Source: an optimization exercise on an open RTL-to-GDS flow (aim: small area, a short achievable clock period and few clock cycles per item). Production flows keep margins and buffers that such runs may drop. Function was checked by simulation only, so behaviour that the tests miss may differ from the original.

File: flow/run.sh
#!/bin/bash
# synth_recipe.tcl (not shown) runs the flow's synth.tcl, then flattens the netlist and writes it again
# the make line also repeats each setting of config.mk as NAME=value (left out here)
make -C /OpenROAD-flow-scripts/flow DESIGN_CONFIG=/design/flow/config.mk WORK_HOME=/design/flow/orfs CLKGATE_MAP_FILE= SYNTH_SCRIPT=/design/flow/synth_recipe.tcl finish
File: flow/config.mk
export PLATFORM = sky130hd
export DESIGN_NAME = Divider_Modulo
export DESIGN_NICKNAME = Divider_Modulo
export VERILOG_FILES = /design/flow/design.v
export SDC_FILE = /design/flow/constraint.sdc
export NUM_CORES = 4
export LEC_CHECK = 0
export CAP_MARGIN = 20
export CORE_MARGIN = 2
export CORE_UTILIZATION = 40
export SLEW_MARGIN = 20
File: flow/constraint.sdc
create_clock -name core_clock -period 25.0 [get_ports {clk}]
set_input_delay 5.0000 -clock core_clock [delete_from_list [all_inputs] [get_ports {clk}]]
set_output_delay 5.0000 -clock core_clock [all_outputs]
set_load 0.01 [all_outputs]
File: flow/design.v
module cas (divisor, dividend, quotient, cin, cout, remainder);
input wire divisor, dividend, quotient, cin;
output wire cout, remainder;
assign remainder = (quotient ^ divisor) ^ dividend ^ cin;
assign cout = ((quotient ^ divisor)&dividend) | ((quotient ^ divisor)&cin) | (cin&dividend);
endmodule
module Divider_row(divisor, dividend, quotient, q_out, remainder);
input [15:0]divisor;
input [15:0]dividend;
input quotient;
output [15:0]remainder;
output q_out;
wire [15:0]cout;
assign q_out = ~remainder[15];
cas cas_15 (
	.divisor	(divisor[15]),
	.dividend	(dividend[15]),
	.quotient	(quotient),
	.cin		(cout[14]),
	.cout		(cout[15]),
	.remainder  (remainder[15])
);
cas cas_14 (
	.divisor	(divisor[14]),
	.dividend	(dividend[14]),
	.quotient	(quotient),
	.cin		(cout[13]),
	.cout		(cout[14]),
	.remainder  (remainder[14])
);
cas cas_13 (
	.divisor	(divisor[13]),
	.dividend	(dividend[13]),
	.quotient	(quotient),
	.cin		(cout[12]),
	.cout		(cout[13]),
	.remainder  (remainder[13])
);
cas cas_12 (
	.divisor	(divisor[12]),
	.dividend	(dividend[12]),
	.quotient	(quotient),
	.cin		(cout[11]),
	.cout		(cout[12]),
	.remainder  (remainder[12])
);
cas cas_11 (
	.divisor	(divisor[11]),
	.dividend	(dividend[11]),
	.quotient	(quotient),
	.cin		(cout[10]),
	.cout		(cout[11]),
	.remainder  (remainder[11])
);
cas cas_10 (
	.divisor	(divisor[10]),
	.dividend	(dividend[10]),
	.quotient	(quotient),
	.cin		(cout[9]),
	.cout		(cout[10]),
	.remainder  (remainder[10])
);
cas cas_9 (
	.divisor	(divisor[9]),
	.dividend	(dividend[9]),
	.quotient	(quotient),
	.cin		(cout[8]),
	.cout		(cout[9]),
	.remainder  (remainder[9])
);
cas cas_8 (
	.divisor	(divisor[8]),
	.dividend	(dividend[8]),
	.quotient	(quotient),
	.cin		(cout[7]),
	.cout		(cout[8]),
	.remainder  (remainder[8])
);
cas cas_7 (
	.divisor	(divisor[7]),
	.dividend	(dividend[7]),
	.quotient	(quotient),
	.cin		(cout[6]),
	.cout		(cout[7]),
	.remainder  (remainder[7])
);
cas cas_6 (
	.divisor	(divisor[6]),
	.dividend	(dividend[6]),
	.quotient	(quotient),
	.cin		(cout[5]),
	.cout		(cout[6]),
	.remainder  (remainder[6])
);
cas cas_5 (
	.divisor	(divisor[5]),
	.dividend	(dividend[5]),
	.quotient	(quotient),
	.cin		(cout[4]),
	.cout		(cout[5]),
	.remainder  (remainder[5])
);
cas cas_4 (
	.divisor	(divisor[4]),
	.dividend	(dividend[4]),
	.quotient	(quotient),
	.cin		(cout[3]),
	.cout		(cout[4]),
	.remainder  (remainder[4])
);
cas cas_3 (
	.divisor	(divisor[3]),
	.dividend	(dividend[3]),
	.quotient	(quotient),
	.cin		(cout[2]),
	.cout		(cout[3]),
	.remainder  (remainder[3])
);
cas cas_2 (
	.divisor	(divisor[2]),
	.dividend	(dividend[2]),
	.quotient	(quotient),
	.cin		(cout[1]),
	.cout		(cout[2]),
	.remainder  (remainder[2])
);
cas cas_1 (
	.divisor	(divisor[1]),
	.dividend	(dividend[1]),
	.quotient	(quotient),
	.cin		(cout[0]),
	.cout		(cout[1]),
	.remainder  (remainder[1])
);
cas cas_0 (
	.divisor	(divisor[0]),
	.dividend	(dividend[0]),
	.quotient	(quotient),
	.cin		(quotient),
	.cout		(cout[0]),
	.remainder  (remainder[0])
);
endmodule
module Divider_Modulo (clk , reset, mode, valid_in, divisor, dividend, result, valid_out);
input wire clk, reset, mode,valid_in;
input wire [31:0]dividend;
input wire [15:0]divisor;
output reg valid_out;
output wire [31:0]result;
reg [4:0]clk_counter;
reg [0:0]v_out_p[3:0];
reg [0:0]mode_p[4:0];
reg [31:0]dividend_p[4:0];	 
reg [15:0]divisor_p[4:0];	 
wire [15:0]temp_remainder[11:0];	 
reg  [15:0]remainder_p[3:0];	 
wire [15:0]remainder_p_w[3:0];	 
wire [15:0]remainder_final;		 
wire [15:0]remainder_out;		 
reg  [16:0]quotient_p[3:0];	 
wire [16:0]quotient_w;			 
wire [16:0]quotient_out;		 
assign quotient_out = {quotient_p[3][16:1], quotient_w[0]};
assign remainder_out = (remainder_final[15] == 1) ? divisor_p[4] + remainder_final : remainder_final;
assign result = (mode_p[4] == 0) ?  quotient_out : remainder_out;
Divider_row Divider_row_16 (
	.divisor	(divisor_p[0]),
	.dividend	(dividend_p[0][31:16]),
	.quotient	(1'b1),
	.q_out		(quotient_w[16]),
	.remainder	(temp_remainder[11])
);
Divider_row Divider_row_15 (
	.divisor	(divisor_p[0]),
	.dividend	({temp_remainder[11][14:0], dividend_p[0][15]}),
	.quotient	(~temp_remainder[11][15]),
	.q_out		(quotient_w[15]),
	.remainder	(temp_remainder[10])
);
Divider_row Divider_row_14 (
	.divisor	(divisor_p[0]),
	.dividend	({temp_remainder[10][14:0], dividend_p[0][14]}),
	.quotient	(~temp_remainder[10][15]),
	.q_out		(quotient_w[14]),
	.remainder	(temp_remainder[9])
);
Divider_row Divider_row_13 (
	.divisor	(divisor_p[0]),
	.dividend	({temp_remainder[9][14:0], dividend_p[0][13]}),
	.quotient	(~temp_remainder[9][15]),
	.q_out		(quotient_w[13]),
	.remainder	(remainder_p_w[3])
);
Divider_row Divider_row_12 (
	.divisor	(divisor_p[1]),
	.dividend	({remainder_p[3][14:0], dividend_p[1][12]}),
	.quotient	(~remainder_p[3][15]),
	.q_out		(quotient_w[12]),
	.remainder	(temp_remainder[8])
);
Divider_row Divider_row_11 (
	.divisor	(divisor_p[1]),
	.dividend	({temp_remainder[8][14:0], dividend_p[1][11]}),
	.quotient	(~temp_remainder[8][15]),
	.q_out		(quotient_w[11]),
	.remainder	(temp_remainder[7])
);
Divider_row Divider_row_10 (
	.divisor	(divisor_p[1]),
	.dividend	({temp_remainder[7][14:0], dividend_p[1][10]}),
	.quotient	(~temp_remainder[7][15]),
	.q_out		(quotient_w[10]),
	.remainder	(temp_remainder[6])
);
Divider_row Divider_row_9 (
	.divisor	(divisor_p[1]),
	.dividend	({temp_remainder[6][14:0], dividend_p[1][9]}),
	.quotient	(~temp_remainder[6][15]),
	.q_out		(quotient_w[9]),
	.remainder	(remainder_p_w[2])
);
Divider_row Divider_row_8 (
	.divisor	(divisor_p[2]),
	.dividend	({remainder_p[2][14:0], dividend_p[2][8]}),
	.quotient	(~remainder_p[2][15]),
	.q_out		(quotient_w[8]),
	.remainder	(temp_remainder[5])
);
Divider_row Divider_row_7 (
	.divisor	(divisor_p[2]),
	.dividend	({temp_remainder[5][14:0], dividend_p[2][7]}),
	.quotient	(~temp_remainder[5][15]),
	.q_out		(quotient_w[7]),
	.remainder	(temp_remainder[4])
);
Divider_row Divider_row_6 (
	.divisor	(divisor_p[2]),
	.dividend	({temp_remainder[4][14:0], dividend_p[2][6]}),
	.quotient	(~temp_remainder[4][15]),
	.q_out		(quotient_w[6]),
	.remainder	(temp_remainder[3])
);
Divider_row Divider_row_5 (
	.divisor	(divisor_p[2]),
	.dividend	({temp_remainder[3][14:0], dividend_p[2][5]}),
	.quotient	(~temp_remainder[3][15]),
	.q_out		(quotient_w[5]),
	.remainder	(remainder_p_w[1])
);
Divider_row Divider_row_4 (
	.divisor	(divisor_p[3]),
	.dividend	({remainder_p[1][14:0], dividend_p[3][4]}),
	.quotient	(~remainder_p[1][15]),
	.q_out		(quotient_w[4]),
	.remainder	(temp_remainder[2])
);
Divider_row Divider_row_3 (
	.divisor	(divisor_p[3]),
	.dividend	({temp_remainder[2][14:0], dividend_p[3][3]}),
	.quotient	(~temp_remainder[2][15]),
	.q_out		(quotient_w[3]),
	.remainder	(temp_remainder[1])
);
Divider_row Divider_row_2 (
	.divisor	(divisor_p[3]),
	.dividend	({temp_remainder[1][14:0], dividend_p[3][2]}),
	.quotient	(~temp_remainder[1][15]),
	.q_out		(quotient_w[2]),
	.remainder	(temp_remainder[0])
);
Divider_row Divider_row_1 (
	.divisor	(divisor_p[3]),
	.dividend	({temp_remainder[0][14:0], dividend_p[3][1]}),
	.quotient	(~temp_remainder[0][15]),
	.q_out		(quotient_w[1]),
	.remainder	(remainder_p_w[0])
);
Divider_row Divider_row_0 (
	.divisor	(divisor_p[4]),
	.dividend	({remainder_p[0][14:0], dividend_p[4][0]}),
	.quotient	(~remainder_p[0][15]),
	.q_out		(quotient_w[0]),
	.remainder	(remainder_final)
);
always @ ( posedge clk or posedge reset ) begin
	if (reset == 1'b1) begin
		clk_counter <= 5'b0;
		v_out_p[0]				<= 1'b0;
		v_out_p[1]				<= 1'b0;
		v_out_p[2]				<= 1'b0;
		v_out_p[3]				<= 1'b0;
		valid_out				<= 1'b0;
		dividend_p[0]			<= 32'b0;
		dividend_p[1]			<= 32'b0;
		dividend_p[2]			<= 32'b0;
		dividend_p[3]			<= 32'b0;
		dividend_p[4]			<= 32'b0;
		divisor_p[0]			<= 16'b0;
		divisor_p[1]			<= 16'b0;
		divisor_p[2]			<= 16'b0;
		divisor_p[3]			<= 16'b0;
		divisor_p[4]			<= 16'b0;
		remainder_p[0]			<= 16'b0;
		remainder_p[1]			<= 16'b0;
		remainder_p[2]			<= 16'b0;
		remainder_p[3]			<= 16'b0;
		mode_p[0]				<= 1'b0;
		mode_p[1]				<= 1'b0;
		mode_p[2]				<= 1'b0;
		mode_p[3]				<= 1'b0;
		quotient_p[0]			<= 17'b0;
		quotient_p[1]			<= 17'b0;
		quotient_p[2]			<= 17'b0;
		quotient_p[3]			<= 17'b0;
	end
	else begin
		clk_counter <= clk_counter + 5'd1;
		v_out_p[0]				<= valid_in;
		v_out_p[1]				<= v_out_p[0];
		v_out_p[2]				<= v_out_p[1];
		v_out_p[3]				<= v_out_p[2];
		valid_out				<= v_out_p[3];
		mode_p[0]				<= mode;
		mode_p[1]				<= mode_p[0];
		mode_p[2]				<= mode_p[1];
		mode_p[3]				<= mode_p[2];
		mode_p[4]				<= mode_p[3];
		dividend_p[0]			<= dividend;
		dividend_p[1]			<= dividend_p[0];
		dividend_p[2]			<= dividend_p[1];
		dividend_p[3]			<= dividend_p[2];
		dividend_p[4]			<= dividend_p[3];
		divisor_p[0]			<= divisor;
		divisor_p[1]			<= divisor_p[0];
		divisor_p[2]			<= divisor_p[1];
		divisor_p[3]			<= divisor_p[2];
		divisor_p[4]			<= divisor_p[3];
		remainder_p[0]			<= remainder_p_w[0];
		remainder_p[1]			<= remainder_p_w[1];
		remainder_p[2]			<= remainder_p_w[2];
		remainder_p[3]			<= remainder_p_w[3];
		quotient_p[0][16:13]	<= quotient_w[16:13];
		quotient_p[1][16:9]		<= {quotient_p[0][16:13], quotient_w[12:9]};
		quotient_p[2][16:5]		<= {quotient_p[1][16:9], quotient_w[8:5]};
		quotient_p[3][16:1]		<= {quotient_p[2][16:5], quotient_w[4:1]};
	end
end
endmodule
==> results of run 1 <==
[through the flow]
| stage | TNS, ns | area [µm²] |
|---|---|---|
| after floorplan | 0 | 16200 |
| after global placement | -1.01 | 17500 |
| after detailed placement | -1.19 | 17500 |
| after CTS | 0 | 18600 |
| after global routing | -0.0848 | 19100 |
| final | 0 | 19100 |
[worst max path at each step]
stage / from / endpoint
final: dividend_p[0][16] / quotient_p[0][13]
after global routing: remainder_p[3][15] / remainder_p[2][15]
after CTS: dividend_p[3][4] / quotient_p[3][1]
after detailed placement: divisor_p[3][0] / quotient_p[3][1]
after global placement: divisor_p[3][0] / quotient_p[3][1]
after floorplan: remainder_p[1][15] / quotient_p[3][1]
[repair_timing]
action                                 4_1_cts  5_1_grt
endpoints found under the hold margin        0        0
resized for setup                            9       67
setup endpoints to repair                    5       12
pin swaps                                    7       24
setup buffers                                2       25
[cell families (layout without fill, tap and decap cells)]
group                    count (synthesis)  after routing
other                                    1             15
XOR/XNOR                               288            288
adder cells (fa/ha/maj)                255            255
AND/OR/NAND/NOR                         75             75
AO/OA/AOI/OAI                           75             75
buffers and inverters                  208            341
flip-flops                             254            254
multiplexers                             9              9
[flip-flops by register name (all words and copies together) (netlist names)]
| register | cells |
|---|---|
| valid_out | 1 |
| quotient_p | 40 |
| mode_p | 5 |
| v_out_p | 4 |
| divisor_p | 80 |
| dividend_p | 60 |
| remainder_p | 64 |
[layout by cell type (no fill, tap or decap), types with 4 or more instances in the layout]
cell,count
dfrtp_1,250
fa_1,181
xnor2_1,180
inv_1,157
clkdlybuf4s50_1,69
fa_2,58
buf_4,56
xor2_1,55
xnor2_2,37
clkbuf_16,29
nand2_1,20
nor2_1,18
ha_1,16
o21ai_0,15
conb_1,15
a21oi_1,13
xnor2_4,8
nor2b_1,8
nand3_1,7
clkinv_4,7
a31oi_1,6
a211oi_1,6
nor3_1,6
o21a_1,6
mux2_2,5
bufinv_16,5
clkinv_2,5
a21o_1,4
[critical path: cells and delay by family (launching register included)]
family	cells	cell delay (ns)
xor+xnor	10	1.68
fa+ha+maj	57	20.59
buf+inv	10	0.88
flops	1	0.36
mux	2	0.48
[final cells by class]
cell class,instances,share of cell area
clock buffer,34,0.0401
clock inverter,19,0.0133
inverter,158,0.0315
multi-input combinational,717,0.484
sequential,254,0.334
tap,525,0.0345
timing repair buffer,130,0.0626
[per-layer routing]
layer / part of all wire / global-route usage / vias up
met5: 0 / 0 / -
met4: 0.033 / 0.0492 / 0
met3: 0.029 / 0.0164 / 47
met2: 0.55 / 0.249 / 116
met1: 0.39 / 0.162 / 4254
li1: - / - / 3744
==> results_dict.tcl, run 1 <==
set metrics [dict create \
    run_status "finished clean" \
    synth.most_common_cell "dfrtp_1" \
    hold_end "dividend_p[2][7]" \
    worst_setup_path_end_kind "register" \
    clockBufferDepth 3 \
    fin_crit_ns 24.14 \
    ys_warn_count 13 \
    crit_top_cell "fa_1" \
    portBuffers 69 \
    max_stage_delay_ns 0.47 \
    fin_crit_sh 0.965 \
    synthSimpleGateAreaFrac 0.0233 \
    setup_ws_ns 0.863 \
    grt_max_degree 127 \
    antenna_found_initial 1 \
    clk_pin_slew_ns 0.06 \
    whs_path_depth 0 \
    timing.rr.start "dividend_p[0][16]" \
    clock-root-buffer "clkbuf_16" \
    drt_iter0_markers 189 \
    pre_cts_ws_ns -0.575 \
    synth_compound_area_frac 0.0307 \
    worst_setup_path_start_kind "register" \
    hold_path_class "reg2reg" \
    max-slew-margin-rel 0.416 \
    critical_path.slowest_cell "fa_1" \
    synth_cell_types 52 \
    fin_util 0.481 \
    hold_buffers 0 \
    synth_top_family_by_area "adder cells" \
    core_mm2 0.0396 \
    start_util 0.404 \
    rr_endpoint "quotient_p[0][13]" \
    seq_area_frac_synth 0.397 \
    nFillCells 3562 \
    netlist_area_mm2 0.0160 \
    yosys_register_bits 254 \
    drive_gt1_frac 0.181 \
    slew_violations 0 \
    dp_cells 1757 \
    track_usage 0.135 \
    synthTopCellsByCount "dfrtp_1, fa_1, xnor2_1" \
    synth_area_leaders "dfrtp_1, fa_1, xnor2_1" \
    multi_input_area_mm2 0.00922 \
    synth-edff-count 1 \
    ant_nets 0 \
    crit_type "reg2reg" \
    arrival_ns 24.58 \
    n_antenna_cell 0 \
    drc 0 \
    crit_fanout 10 \
    detail_route.vias_per_cell 4.44 \
    synthDominantCellAreaShare 0.395 \
    grt_pass1_vias 9169 \
    synth.avg_cell_area_um2 13.8 \
    synth_cells 1165 \
    htree_levels 1 \
    vias 8161 \
    numClockSinks 254 \
    async_reset_ff_frac 0.996 \
    fp.dieH_um 204 \
    holdWs_ns 0.345 \
    cts_tree "built" \
    drv_cap 0 \
    io_pins 85 \
    clock_latency_ns 0.55 \
    regArea_mm2 0.00636 \
    tightest_slew_ns 0.876 \
    synthMuxAreaShare 0.00609 \
    hold_violations 0 \
    wl_per_cell_um 14.4 \
    dieArea_mm2 0.0417 \
    worstRegToRegCells 79 \
    area_growth_pct 18.9 \
    firstDrtPassIters 4 \
    synth_ff_type "dfrtp_1" \
    synthXorXnorAreaFrac 0.176 \
    overflow 0 \
    grt_pass1_wl_um 44700 \
    rows 73 \
    final_nets 1597 \
    fmax_mhz 41.4 \
    hpwl_um 21600 \
    cts-buffers-inserted 29 \
    yosysTopAreaCell "dfrtp_1" \
    min_from "dividend_p[1][7]" \
    layoutNonFillerInstCount 1837 \
    dieWidth_um 204 \
    synthAdderAreaFrac 0.311 \
    required_ns 25.44 \
    setup_violations 0 \
    rrSetupSlack_ns 0.86 \
    gp_congestion 0.815 \
    skew_ns 0.00945 \
    drt-total-wl_um 26400 \
]
Testbench counts, summed over its fixed seeds: cycles 20,000, items 4,000.
==> inputs of run 2 (changes only) <==
==> flow/design.v (replaced) <==
module Divider_Modulo (clk, reset, mode, valid_in, divisor, dividend, result, valid_out);
input wire clk, reset, mode, valid_in;
input wire [31:0] dividend;
input wire [15:0] divisor;
output reg valid_out;
output wire [31:0] result;
localparam K1 = 6;
localparam K2 = 12;
function [15:0] step;    
	input [15:0] a;
	input [14:0] d;
	reg [15:0] diff;
	reg q;
	begin
		diff = {1'b0, a[14:0]} - {1'b0, d};
		q = a[15] | ~diff[15];
		step = {q, q ? diff[14:0] : a[14:0]};
	end
endfunction
wire [14:0] r  [0:17];
wire [16:0] sh [0:17];
wire [15:0] a16 = dividend[31:16];
wire [15:0] s16 = step(a16, divisor[14:0]);
assign r[1]  = s16[14:0];
assign sh[1] = {dividend[15:0], s16[15]};
reg [14:0] rA, rB;
reg [16:0] shA, shB;
reg [14:0] dA, dB;
reg mA, mB, vA;
genvar i;
generate
	for (i = 1; i < 17; i = i + 1) begin : row
		wire [14:0] rin  = (i == K1) ? rA  : (i == K2) ? rB  : r[i];
		wire [16:0] shin = (i == K1) ? shA : (i == K2) ? shB : sh[i];
		wire [14:0] d    = (i < K1) ? divisor[14:0] : (i < K2) ? dA : dB;
		wire [15:0] s    = step({rin, shin[16]}, d);
		assign r[i+1]  = s[14:0];
		assign sh[i+1] = {shin[15:0], s[15]};
	end
endgenerate
always @(posedge clk) begin
	rA <= r[K1]; shA <= sh[K1]; dA <= divisor[14:0]; mA <= mode;
	rB <= r[K2]; shB <= sh[K2]; dB <= dA; mB <= mA;
end
always @(posedge clk or posedge reset) begin
	if (reset) begin
		vA <= 1'b0;
		valid_out <= 1'b0;
	end else begin
		vA <= valid_in;
		valid_out <= vA;
	end
end
assign result = mB ? {17'b0, r[17]} : {15'b0, sh[17]};
endmodule
==> results_dict.tcl, run 2 <==
set metrics [dict create \
    ys_warn_count 1 \
    clockBufferDepth 2 \
    drt_iter0_markers 1061 \
    grt_pass1_wl_um 75400 \
    gp_congestion 0.912 \
    hold_violations 0 \
    crit_type "in2reg" \
    rows 74 \
    dieWidth_um 207 \
    post_dp_cell_area_mm2 0.0177 \
    seq_area_frac_synth 0.119 \
    design_area_mm2 0.0180 \
    max_stage_delay_ns 0.71 \
    crit_fanout 25 \
    rrSetupSlack_ns 4.63 \
    hold_end "shB[9]" \
    yosys_register_bits 98 \
    synth_ff_type "dfxtp_1" \
    synthTopCellsByCount "ha_1, nor2_1, a21oi_1" \
    fin_crit_ns 23.31 \
    rr_endpoint "rB[7]" \
    drc 0 \
    track_usage 0.211 \
    layout_commonest_cell "ha_1" \
    cts_tree "built" \
    worst_setup_path_end_kind "register" \
    firstDrtPassIters 5 \
    synth_cells 2172 \
    final_cell_mix "ha_1, nor2_1, a21oi_1" \
    skew_ns 0.0256 \
    core_mm2 0.0408 \
    synth.avg_cell_area_um2 7.62 \
    antenna_found_initial 0 \
    final_nets 2545 \
    netlist_area_mm2 0.0165 \
    min_from "shA[3]" \
    cts-buffers-inserted 9 \
    critical_path.slowest_cell "clkdlybuf4s50_1" \
    fin_crit_sh 0.933 \
    grt_max_degree 30 \
    synth-edff-count 0 \
    tns_ns 0 \
    hold_buffers 0 \
    required_ns 25.23 \
    worstRegToRegCells 71 \
    numClockSinks 98 \
    ant_nets 0 \
    synth_area_leaders "ha_1, dfxtp_1, xnor2_1" \
    io_pins 85 \
    drv_cap 0 \
    run_status "finished clean" \
    overflow 0 \
    hpwl_um 37800 \
    async_reset_ff_frac 0.0204 \
    startpoint "divisor[1]" \
    start_util 0.405 \
    worst_setup_path_start_kind "input pin" \
    drive_gt1_frac 0.0571 \
    drt-total-wl_um 46500 \
    wl_per_cell_um 16.9 \
    tightest_slew_ns 1.08 \
    synth_cell_types 98 \
    yosysTopAreaCell "ha_1" \
    fp.dieH_um 207 \
    clock_latency_ns 0.38 \
    top_regs "shA (17), shB (17)" \
    setup_violations 0 \
    rsz0062_at_grt "no" \
    area_growth_pct 8.99 \
    whs_path_depth 0 \
    hold_path_class "reg2reg" \
    clock-root-buffer "clkbuf_16" \
    synthDominantCellAreaShare 0.193 \
    fin_util 0.442 \
    vias 15500 \
    htree_levels 3 \
    detail_route.vias_per_cell 5.63 \
    arrival_ns 23.54 \
    synth.most_common_cell "ha_1" \
    layoutNonFillerInstCount 2758 \
    dieArea_mm2 0.0430 \
    n_antenna_cell 0 \
    fmax_mhz 42.9 \
    dp_cells 2742 \
    timing.rr.start "dA[1]" \
    max-slew-margin-rel 0.276 \
    grt_pass1_vias 14900 \
    clk_pin_slew_ns 0.09 \
    portBuffers 68 \
    slew_violations 0 \
]
==> run 2: changes by cell type after synthesis, sizes merged, moves of 35 or more <==
| cell | before | now |
|---|---|---|
| o21ai | 18 | 185 |
| mux2 | 6 | 78 |
| dfxtp | 0 | 96 |
| nor2 | 18 | 217 |
| o21a | 6 | 53 |
| nand2 | 20 | 167 |
| nor3 | 6 | 41 |
| xnor2 | 225 | 111 |
| nand2b | 0 | 39 |
| fa | 239 | 17 |
| ha | 16 | 255 |
| a21o | 4 | 61 |
| dfrtp | 253 | 2 |
| a21oi | 15 | 185 |
==> run 2: worst max-delay path by stage <==
stage	end	slack (ns)	cells past startpoint
5_1_grt	rA[13]	0.06	67
4_1_cts	rA[13]	1.47	66
6_report	rA[13]	1.69	67
3_5_place_dp	rA[13]	1.19	66
3_3_place_gp	rA[13]	1.45	65
2_1_floorplan	rA[10]	4.92	75
==> run 2: cell type report <==
type | count | area (µm²)
clock inverters | 6 | 71.3
flip-flops and latches | 98 | 1970
clock buffers | 10 | 229
inverters | 153 | 574
fillers | 4123 | 22800
well taps | 532 | 666
multi-input cells | 1881 | 13800
repair buffers | 78 | 763
==> run 2: per-stage QoR <==
stage | setup WS [ns] | hold WS, ns
finish | 1.69 | 0.299
global route | 0.0618 | 0.310
CTS | 1.47 | 0.300
detailed placement | 1.19 | 0.312
global placement | 1.45 | 0.312
floorplan | 4.92 | 0.310
==> run 2: kinds of logic after synthesis <==
group,after synthesis,share of synthesized area
multiplexers,114,0.0756
other,1,0.000227
AND/OR/NAND/NOR,597,0.167
buffers and inverters,207,0.0526
adder cells (fa/ha/maj),272,0.213
flip-flops,98,0.119
XOR/XNOR,167,0.0884
AO/OA/AOI/OAI,716,0.283
==> run 2: metal layers <==
layer	track usage	wire, µm
met5	0	0
met2	0.363	21800
met1	0.280	22200
met3	0.0182	1340
met4	0.0650	1180
==> run 2: what timing repair did <==
item                                    in CTS  in global routing
hold endpoints to repair                     0                  0
setup buffers                                0                  0
gates resized for setup                      0                  2
endpoints found under the setup margin       0                 16
==> run 2: worst max-delay path: cells and delay by family <==
family	cells	cell delay, ns
compound gates	40	10.44
simple gates	14	3.56
mux	1	0.35
buf+inv	6	2.20
fa+ha+maj	6	1.92
Testbench counts of run 2, summed over its fixed seeds: cycles 8,000, items 4,000.

[port drivers added, routing unchanged]
In the flow no input, the clock included, has a driving cell. The finished layouts below were timed again as built, in two steps.
Step 1 (the two cells are an assumption about what drives the block):
set clk [get_ports {clk}]
set_driving_cell -lib_cell sky130_fd_sc_hd__clkbuf_16 $clk
set_driving_cell -lib_cell sky130_fd_sc_hd__buf_2 [delete_from_list [all_inputs] $clk]
Step 2 times the ports against the registers' clock, not the clock port: input delays grow and output delays shrink by t, the midpoint of the rising clock arrivals with the driver on.
Slacks: ideal ports / drivers / drivers and shift; pairs: ideal ports / drivers.
run	t (ns)	slack for setup (ns)	clock arrival spread, ns
run 1	0.591	0.863 / 0.863 / 0.863	0.009 / 0.009
run 2	0.418	1.687 / 1.712 / 1.294	0.026 / 0.026
After both steps setup and hold are still met in every run listed. The setup slack of run 2, which loses most, moves by +0.025 ns with the drivers and by -0.393 ns with both steps.
